This design comes from an exercise in tuning for small area, a short achievable clock period and few clock cycles on the open sky130 flow, not from production work. The RTL was checked by simulation tests, not by an equivalence proof against the original design.

==> flow/design.v (excerpt) <==
module keccak(clk, reset, in, in_ready, is_last, byte_num, buffer_full, out, out_ready);
For scale: about 13,000 cells after synthesis, ~550 I/O pins, about 130,000 µm² of cells after synthesis.
export LEC_CHECK = 0
export CAP_MARGIN = 20
export CORE_MARGIN = 2
export CORE_UTILIZATION = 55
export CTS_BUF_LIST = sky130_fd_sc_hd__clkbuf_16
export CTS_CLUSTER_DIAMETER = 90
export CTS_CLUSTER_SIZE = 24
export PLACE_DENSITY = 0.68
export SETUP_SLACK_MARGIN = 2.8
export SLEW_MARGIN = 20
export SYNTH_HIERARCHICAL = 1
create_clock -name core_clock -period 6.0 [get_ports {clk}]
standard.sh (not shown) runs the stock make flow with config.mk's settings and CLKGATE_MAP_FILE= SYNTH_SCRIPT=/design/flow/synth_recipe.tcl, a recipe that flattens the netlist after the stock synthesis.
==> flow/flow/run.sh <==
#!/bin/bash
# The standard layout (standard.sh), with the ports buffered by buf_2 cells
# instead of the delay buffers buffer_ports picks by default.
set -euo pipefail
export BUFFER_PORTS_ARGS="-buffer_cell sky130_fd_sc_hd__buf_2"
bash standard.sh > standard_flow.log 2>&1
The starting point did not get past 5_1_grt, error GRT-0232.
Testbench counts at the start, summed over its fixed seeds: cycles 8,225.
Change:
==> flow/flow/run.sh (replaced) <==
#!/bin/bash
# The standard layout (standard.sh), with the ports buffered by buf_1 cells
# instead of the delay buffers buffer_ports picks by default.
set -euo pipefail
export BUFFER_PORTS_ARGS="-buffer_cell sky130_fd_sc_hd__buf_1"
bash standard.sh > standard_flow.log 2>&1
Settings changed: CAP_MARGIN 20 to 30, CORE_UTILIZATION 55 to 50, PLACE_DENSITY 0.68 to 0.6, SETUP_SLACK_MARGIN 2.8 to 2.5, SLEW_MARGIN 20 to 30.
With this change the flow finished clean; synthesized area is unchanged; synthesized cell count does not change.
Change:
==> flow/flow/run.sh (replaced) <==
#!/bin/bash
# The standard layout (standard.sh), with the ports buffered by buf_2 cells
# instead of the delay buffers buffer_ports picks by default.
set -euo pipefail
export BUFFER_PORTS_ARGS="-buffer_cell sky130_fd_sc_hd__buf_2"
bash standard.sh > standard_flow.log 2>&1
Settings changed: SETUP_SLACK_MARGIN 2.5 to 2.8.
Effect:
- final area went up by 9.8%
- core utilization went up by 5.9 points
- hold slack improves by 0.0037 ns
- worst setup slack improves by 0.25 ns
- via count went up by 1.8%
- synthesized area does not change
- critical path depth went down by 1
- flip-flop and latch count does not change
Change:
==> flow/flow/run.sh (replaced) <==
#!/bin/bash
# The standard layout (standard.sh), with the ports buffered by buf_1 cells
# instead of the delay buffers buffer_ports picks by default.
set -euo pipefail
export BUFFER_PORTS_ARGS="-buffer_cell sky130_fd_sc_hd__buf_1"
bash standard.sh > standard_flow.log 2>&1
Settings changed: SETUP_SLACK_MARGIN 2.8 to 2.2.
Outcome:
- The changed run ran to the end with no violations
- final cell count shrinks by 2.5%
- clock-buffer cell count falls by 2
- cell area goes down by 12%
- setup slack degrades by 0.57 ns
- sequential share of layout area climbs by 3.7 points
- clock skew is lower by 0.010 ns
- routed wire length fell by 0.47%
- non-clock buffer count shrinks by 447
- sequential cell count does not change


## v47
The RTL this note starts from:
==> flow/design.v <==
module padder1(in, byte_num, out);
  input      [31:0] in;
  input      [1:0]  byte_num;
  output reg [31:0] out;
  always @ (*)
    case (byte_num)
    0: out = 32'h6000000;
    1: out = {in[31:24], 24'h060000};
    2: out = {in[31:16], 16'h0600};
    3: out = {in[31:8],   8'h06};
    endcase
endmodule
module padder(s, w, mask, pad, y);
    input      [575:0] s;
    input      [575:0] w;
    input      [17:0]  mask;
    input              pad;
    output     [575:0] y;
    genvar k, b, i;
    generate
      for (k = 0; k < 9; k = k + 1) begin : L
        for (b = 0; b < 8; b = b + 1) begin : B
          for (i = 0; i < 8; i = i + 1) begin : I
            localparam integer P = 575-64*k-63+8*b+i;      
            localparam integer J = 2*k + b/4;              
            localparam integer Q = 32*J + 31-8*(b%4)-7+i;   
            if (k == 8 && b == 7 && i == 7) begin : PD
              kabs a (s[P] ^ pad, w[Q], mask[J], y[P]);
            end else begin : N
              kabs a (s[P], w[Q], mask[J], y[P]);
            end
          end
        end
      end
    endgenerate
endmodule
module rconst(r, rc);
    input      [4:0]  r;
    output reg [63:0] rc;
    always @ (*)
      case (r)
        5'd0:  rc = 64'h0000000000000001;  5'd1:  rc = 64'h0000000000008082;
        5'd2:  rc = 64'h800000000000808A;  5'd3:  rc = 64'h8000000080008000;
        5'd4:  rc = 64'h000000000000808B;  5'd5:  rc = 64'h0000000080000001;
        5'd6:  rc = 64'h8000000080008081;  5'd7:  rc = 64'h8000000000008009;
        5'd8:  rc = 64'h000000000000008A;  5'd9:  rc = 64'h0000000000000088;
        5'd10: rc = 64'h0000000080008009;  5'd11: rc = 64'h000000008000000A;
        5'd12: rc = 64'h000000008000808B;  5'd13: rc = 64'h800000000000008B;
        5'd14: rc = 64'h8000000000008089;  5'd15: rc = 64'h8000000000008003;
        5'd16: rc = 64'h8000000000008002;  5'd17: rc = 64'h8000000000000080;
        5'd18: rc = 64'h000000000000800A;  5'd19: rc = 64'h800000008000000A;
        5'd20: rc = 64'h8000000080008081;  5'd21: rc = 64'h8000000000008080;
        5'd22: rc = 64'h0000000080000001;  5'd23: rc = 64'h8000000080008008;
        default: rc = 64'h0;
      endcase
endmodule
module round(in, round_const, en, hold, s, out);
    input  [1599:0] in;
    input  [63:0]   round_const;
    input           en, hold;
    input  [1599:0] s;
    output [1599:0] out;
    wire   [63:0]   a[0:24];    
    wire   [63:0]   c[0:4];     
    wire   [63:0]   d[0:4];     
    wire   [63:0]   b[0:24];    
    wire   [63:0]   f[0:24];    
    localparam [8*25-1:0] ROT = {8'd14, 8'd56, 8'd61, 8'd2,  8'd18,
                                 8'd8,  8'd21, 8'd15, 8'd45, 8'd41,
                                 8'd39, 8'd25, 8'd43, 8'd10, 8'd3,
                                 8'd20, 8'd55, 8'd6,  8'd44, 8'd36,
                                 8'd27, 8'd28, 8'd62, 8'd1,  8'd0};
    localparam [4:0] INV = 5'b01010;   
    genvar x, y, z;
    generate
      for (y = 0; y < 5; y = y + 1) begin : L0
        for (x = 0; x < 5; x = x + 1) begin : L1
          assign a[5*y+x] = in[1599-64*(5*y+x) -: 64];
        end
      end
      for (x = 0; x < 5; x = x + 1) begin : L2
        for (z = 0; z < 64; z = z + 1) begin : Z
          wire p0, p1, p2;
          kx2 c0 (a[x][z], a[x+5][z], p0);
          kx2 c1 (a[x+10][z], a[x+15][z], p1);
          kx2 c2 (p1, a[x+20][z], p2);
          kx2 c3 (p0, p2, c[x][z]);
        end
      end
      for (x = 0; x < 5; x = x + 1) begin : L3
        for (z = 0; z < 64; z = z + 1) begin : Z
          kx2 q (c[(x+4)%5][z], c[(x+1)%5][(z+63)%64], d[x][z]);
        end
      end
      for (y = 0; y < 5; y = y + 1) begin : L4
        for (x = 0; x < 5; x = x + 1) begin : L5
          localparam integer R = ROT[8*(5*y+x) +: 8];
          localparam integer T = 5*((2*x+3*y)%5) + y;
          wire [63:0] e;
          for (z = 0; z < 64; z = z + 1) begin : Z
            if (INV[y]) begin : I
              kxn2 t (a[5*y+x][z], d[x][z], e[z]);
            end else begin : P
              kx2 t (a[5*y+x][z], d[x][z], e[z]);
            end
          end
          if (R == 0) begin : N
            assign b[T] = e;
          end else begin : Y
            assign b[T] = {e[63-R:0], e[63:64-R]};
          end
        end
      end
      for (y = 0; y < 5; y = y + 1) begin : L6
        for (x = 0; x < 5; x = x + 1) begin : L7
          localparam integer X1 = (x+1)%5;
          localparam integer X2 = (x+2)%5;
          localparam integer QT = (!INV[X1] && INV[X2]) ? 0 : 1;
          localparam integer FI = (INV[x] ? 1 : 0) ^ QT;   
          for (z = 0; z < 64; z = z + 1) begin : Z
            wire t, a0;
            if (INV[X1] && !INV[X2]) begin : NA
              kna n (b[5*y+X1][z], b[5*y+X2][z], t);
            end else if (!INV[X1] && INV[X2]) begin : NO
              kno n (b[5*y+X1][z], b[5*y+X2][z], t);
            end else if (!INV[X1]) begin : OB0
              kob n (b[5*y+X1][z], b[5*y+X2][z], t);
            end else begin : OB1
              kob n (b[5*y+X2][z], b[5*y+X1][z], t);
            end
            if (y == 0 && x == 0 && (z == 0 || z == 1 || z == 3 || z == 7 || z == 15 || z == 31 || z == 63)) begin : IO
              kx2 i (b[0][z], round_const[z], a0);
            end else begin : NI
              assign a0 = b[5*y+x][z];
            end
            if (FI) begin : XN
              kxn2 h (a0, t, f[5*y+x][z]);
            end else begin : XP
              kx2 h (a0, t, f[5*y+x][z]);
            end
            kmux m (f[5*y+x][z], en, s[1599-64*(5*y+x)-63+z], hold, out[1599-64*(5*y+x)-63+z]);
          end
        end
      end
    endgenerate
endmodule
module kx2(a, b, y);
    input  a, b;
    output y;
    assign y = a ^ b;
endmodule
module kxn2(a, b, y);
    input  a, b;
    output y;
    assign y = ~(a ^ b);
endmodule
module kna(a, b, y);
    input  a, b;
    output y;
    assign y = ~(a & b);
endmodule
module kno(a, b, y);
    input  a, b;
    output y;
    assign y = ~(a | b);
endmodule
module kob(a, b, y);
    input  a, b;
    output y;
    assign y = a | ~b;
endmodule
module kmux(a, b, c, d, y);
    input  a, b, c, d;
    output y;
    assign y = (a & b) | (c & d);
endmodule
module kabs(s, w, m, y);
    input  s, w, m;
    output y;
    assign y = s ^ (w & m);
endmodule
module f_permutation(s, w, mask, pad, en, hold, rnd, next);
    input      [1599:0] s;
    input      [575:0]  w;
    input      [17:0]   mask;
    input               pad;
    input               en, hold;
    input      [4:0]    rnd;
    output     [1599:0] next;
    wire       [1599:0] r;
    wire       [63:0]   rc;
    rconst rconst_ (rnd, rc);
    round round_ (s, rc, en, hold, s, r);
    padder padder_ (r[1599:1024], w, mask, pad, next[1599:1024]);
    assign next[1023:0] = r[1023:0];
endmodule
module keccak(clk, reset, in, in_ready, is_last, byte_num, buffer_full, out, out_ready);
    input              clk, reset;
    input      [31:0]  in;
    input              in_ready, is_last;
    input      [1:0]   byte_num;
    output             buffer_full;
    output     [511:0] out;
    output reg         out_ready;
    reg       [1599:0] s;          
    reg        [575:0] w;          
    reg        [17:0]  wv;         
    reg                blk_full;   
    reg                last_in;    
    reg                ab;         
    reg                run;        
    reg                en, hold;   
    reg        [4:0]   rnd;
    reg                fin;        
    reg        [17:0]  mask;       
    reg                pad;        
    wire               take;
    wire       [17:0]  wsel, we;
    wire       [31:0]  v0, din;
    wire               blk_full_n, run_n, ab_n, last_in_n;
    wire       [17:0]  wv_n;
    wire               rnd_last;
    wire      [1599:0] s_n;
    wire       [511:0] out1;
    assign buffer_full = blk_full;
    assign take = in_ready & ~blk_full & ~last_in;
    assign wsel = {wv[16:0], 1'b1} & ~wv;
    assign we = wsel & {18{take}};
    padder1 p0 (in, byte_num, v0);
    assign din = is_last ? v0 : in;
    assign rnd_last = (rnd == 5'd23);
    assign blk_full_n = (blk_full & ~ab) | (take & (is_last | wv[16]));
    assign run_n = ab | (run & ~rnd_last);
    assign ab_n = blk_full_n & (~run_n | (run & (rnd == 5'd22)));
    assign wv_n = ab ? 18'd0 : take ? {wv[16:0], 1'b1} : wv;
    assign last_in_n = last_in | (take & is_last);
    always @ (posedge clk)
      if (reset) begin
        wv <= 0;
        blk_full <= 0;
        last_in <= 0;
        ab <= 0;
        run <= 0;
        en <= 0;
        hold <= 0;
        rnd <= 0;
        fin <= 0;
        mask <= 0;
        pad <= 0;
        out_ready <= 0;
      end else begin
        wv <= wv_n;
        mask <= wv_n & {18{ab_n}};
        pad <= last_in_n & ab_n;
        blk_full <= blk_full_n;
        last_in <= last_in_n;
        ab <= ab_n;
        run <= run_n;
        en <= run_n;
        hold <= ~run_n;
        if (ab)
          rnd <= 5'd0;
        else if (run)
          rnd <= rnd + 5'd1;
        if (ab)
          fin <= last_in;
        if (run & rnd_last & fin)
          out_ready <= 1;
      end
    genvar j;
    generate
      for (j = 0; j < 18; j = j + 1) begin : W
        always @ (posedge clk)
          if (we[j])
            w[32*j +: 32] <= din;
      end
    endgenerate
    f_permutation f_permutation_ (s, w, mask, pad, en, hold, rnd, s_n);
    always @ (posedge clk)
      s <= s_n;
    assign out1 = s[1599:1599-511];
    genvar x, b;
    generate
      for (x = 0; x < 8; x = x + 1) begin : L0
        for (b = 0; b < 8; b = b + 1) begin : L1
          assign out[(((x)*64 + (b)*8) + 7):((x)*64 + (b)*8)] = out1[(((x)*64 + (7-b)*8) + 7):((x)*64 + (7-b)*8)];
        end
      end
    endgenerate
endmodule
Settings: LEC_CHECK=0, CAP_MARGIN=30, CORE_MARGIN=2, CORE_UTILIZATION=50, PLACE_DENSITY=0.6, SETUP_SLACK_MARGIN=3.1, SLEW_MARGIN=30, SYNTH_HIERARCHICAL=1; clock period 6.0 ns.
==> flow/flow/run.sh <==
#!/bin/bash
# The standard layout (standard.sh), with the ports buffered by buf_2 cells
# instead of the delay buffers buffer_ports picks by default.
set -euo pipefail
export BUFFER_PORTS_ARGS="-buffer_cell sky130_fd_sc_hd__buf_2"
bash standard.sh > standard_flow.log 2>&1
Testbench counts of v47, summed over its fixed seeds: cycles 8,225.
Relative to v47, the following input files were edited for v32:
==> flow/run.sh (new file) <==
#!/bin/bash
# synth_recipe.tcl (not shown) runs the flow's synth.tcl, then flattens the netlist and writes it again
# the make line also repeats each setting of config.mk as NAME=value (left out here)
make -C /OpenROAD-flow-scripts/flow DESIGN_CONFIG=/design/flow/config.mk WORK_HOME=/design/flow/orfs CLKGATE_MAP_FILE= SYNTH_SCRIPT=/design/flow/synth_recipe.tcl finish
diff --git a/flow/config.mk b/flow/config.mk
--- a/flow/config.mk
+++ b/flow/config.mk
@@ -8,7 +8,7 @@
 export CAP_MARGIN = 30
 export CORE_MARGIN = 2
-export CORE_UTILIZATION = 50
-export PLACE_DENSITY = 0.6
-export SETUP_SLACK_MARGIN = 3.1
+export CORE_UTILIZATION = 55
+export PLACE_DENSITY = 0.65
+export SETUP_SLACK_MARGIN = 2.0
 export SLEW_MARGIN = 30
 export SYNTH_HIERARCHICAL = 1
removed: flow/flow/run.sh
removed: flow/standard.sh
[summary]
Each of the runs, namely v47 and v32, reached the end of the flow and came out clean.
When v32 is set beside v47, its post-synthesis to final-layout area growth turns out to be 33 points smaller.
On worst hold slack, v47 and v32 are neck and neck.
[v32 vs v47] shortest period the worst path allows: higher in v32
In v32, final instance area is lower than in v47.
v32 against v47: cell count decreased by 1915 relative to the old numbers; sequential share of layout area increased by 7.1 points relative to the old numbers.
Going from v47 to v32, cell area reported after detailed placement rose by 0.70%.
### v32 -> v51
==> flow/flow/run.sh (new file) <==
#!/bin/bash
# The standard layout (standard.sh), with the ports buffered by buf_2 cells
# instead of the delay buffers buffer_ports picks by default.
set -euo pipefail
export BUFFER_PORTS_ARGS="-buffer_cell sky130_fd_sc_hd__buf_2"
bash standard.sh > standard_flow.log 2>&1
==> flow/standard.sh (new file) <==
#!/bin/bash
# synth_recipe.tcl (not shown) runs the flow's synth.tcl, then flattens the netlist and writes it again
# the make line also repeats each setting of config.mk as NAME=value (left out here)
make -C /OpenROAD-flow-scripts/flow DESIGN_CONFIG=/design/flow/config.mk WORK_HOME=/design/flow/orfs CLKGATE_MAP_FILE= SYNTH_SCRIPT=/design/flow/synth_recipe.tcl "${@:-finish}"
diff --git a/flow/config.mk b/flow/config.mk
--- a/flow/config.mk
+++ b/flow/config.mk
@@ -8,7 +8,7 @@
 export CAP_MARGIN = 30
 export CORE_MARGIN = 2
-export CORE_UTILIZATION = 55
-export PLACE_DENSITY = 0.65
-export SETUP_SLACK_MARGIN = 2.0
+export CORE_UTILIZATION = 50
+export PLACE_DENSITY = 0.6
+export SETUP_SLACK_MARGIN = 2.8
 export SLEW_MARGIN = 30
 export SYNTH_HIERARCHICAL = 1
removed: flow/run.sh
[summary]
Against v32, final area in v51 came out worse. Compared with v32, in v51 maximum clock path buffer count was more or less identical, top achievable clock speed increased by 23% relative to the old numbers, non-clock buffer count saw an increase.

==> static timing again, ports no longer ideal <==
In the flow no input, the clock included, has a driving cell. The finished layouts below were timed again as built, in two steps. Step 1 (the two cells are an assumption about what drives the block):
set clk [get_ports {clk}]
set_driving_cell -lib_cell sky130_fd_sc_hd__clkbuf_16 $clk
set_driving_cell -lib_cell sky130_fd_sc_hd__buf_2 [delete_from_list [all_inputs] $clk]
Step 2, shift: input delay + t, output delay - t, t = (earliest + latest rising clock arrival at the registers) / 2. This alone moves slack from input paths to output paths. Three values: ideal ports, drivers, drivers and shift; two values: the first two.
run | t, ns | slack for setup (ns) | worst setup path after step 2 | worst data-port slew with drivers (ns) | pins driven straight from the clock port
the second run of note 1 | 0.985 | 2.133 / 2.133 / 1.786 | input to register | 0.04 | 1
the third run of note 1 | 0.994 | 2.381 / 2.381 / 1.949 | input to register | 0.04 | 1
the fourth run of note 1 | 0.986 | 1.810 / 1.810 / 1.799 | input to register | 0.05 | 1
v47 | 1.053 | 2.808 / 2.808 / 1.968 | input to register | 0.03 | 1
v32 | 1.105 | 1.626 / 1.626 / 1.420 | input to register | 0.05 | 1
v51 | 1.047 | 2.437 / 2.437 / 1.610 | input to register | 0.03 | 1
After both steps every run listed still meets setup and hold. The setup slack of v47, which loses most, moves by 0.000 ns with the drivers and by -0.840 ns with both steps.
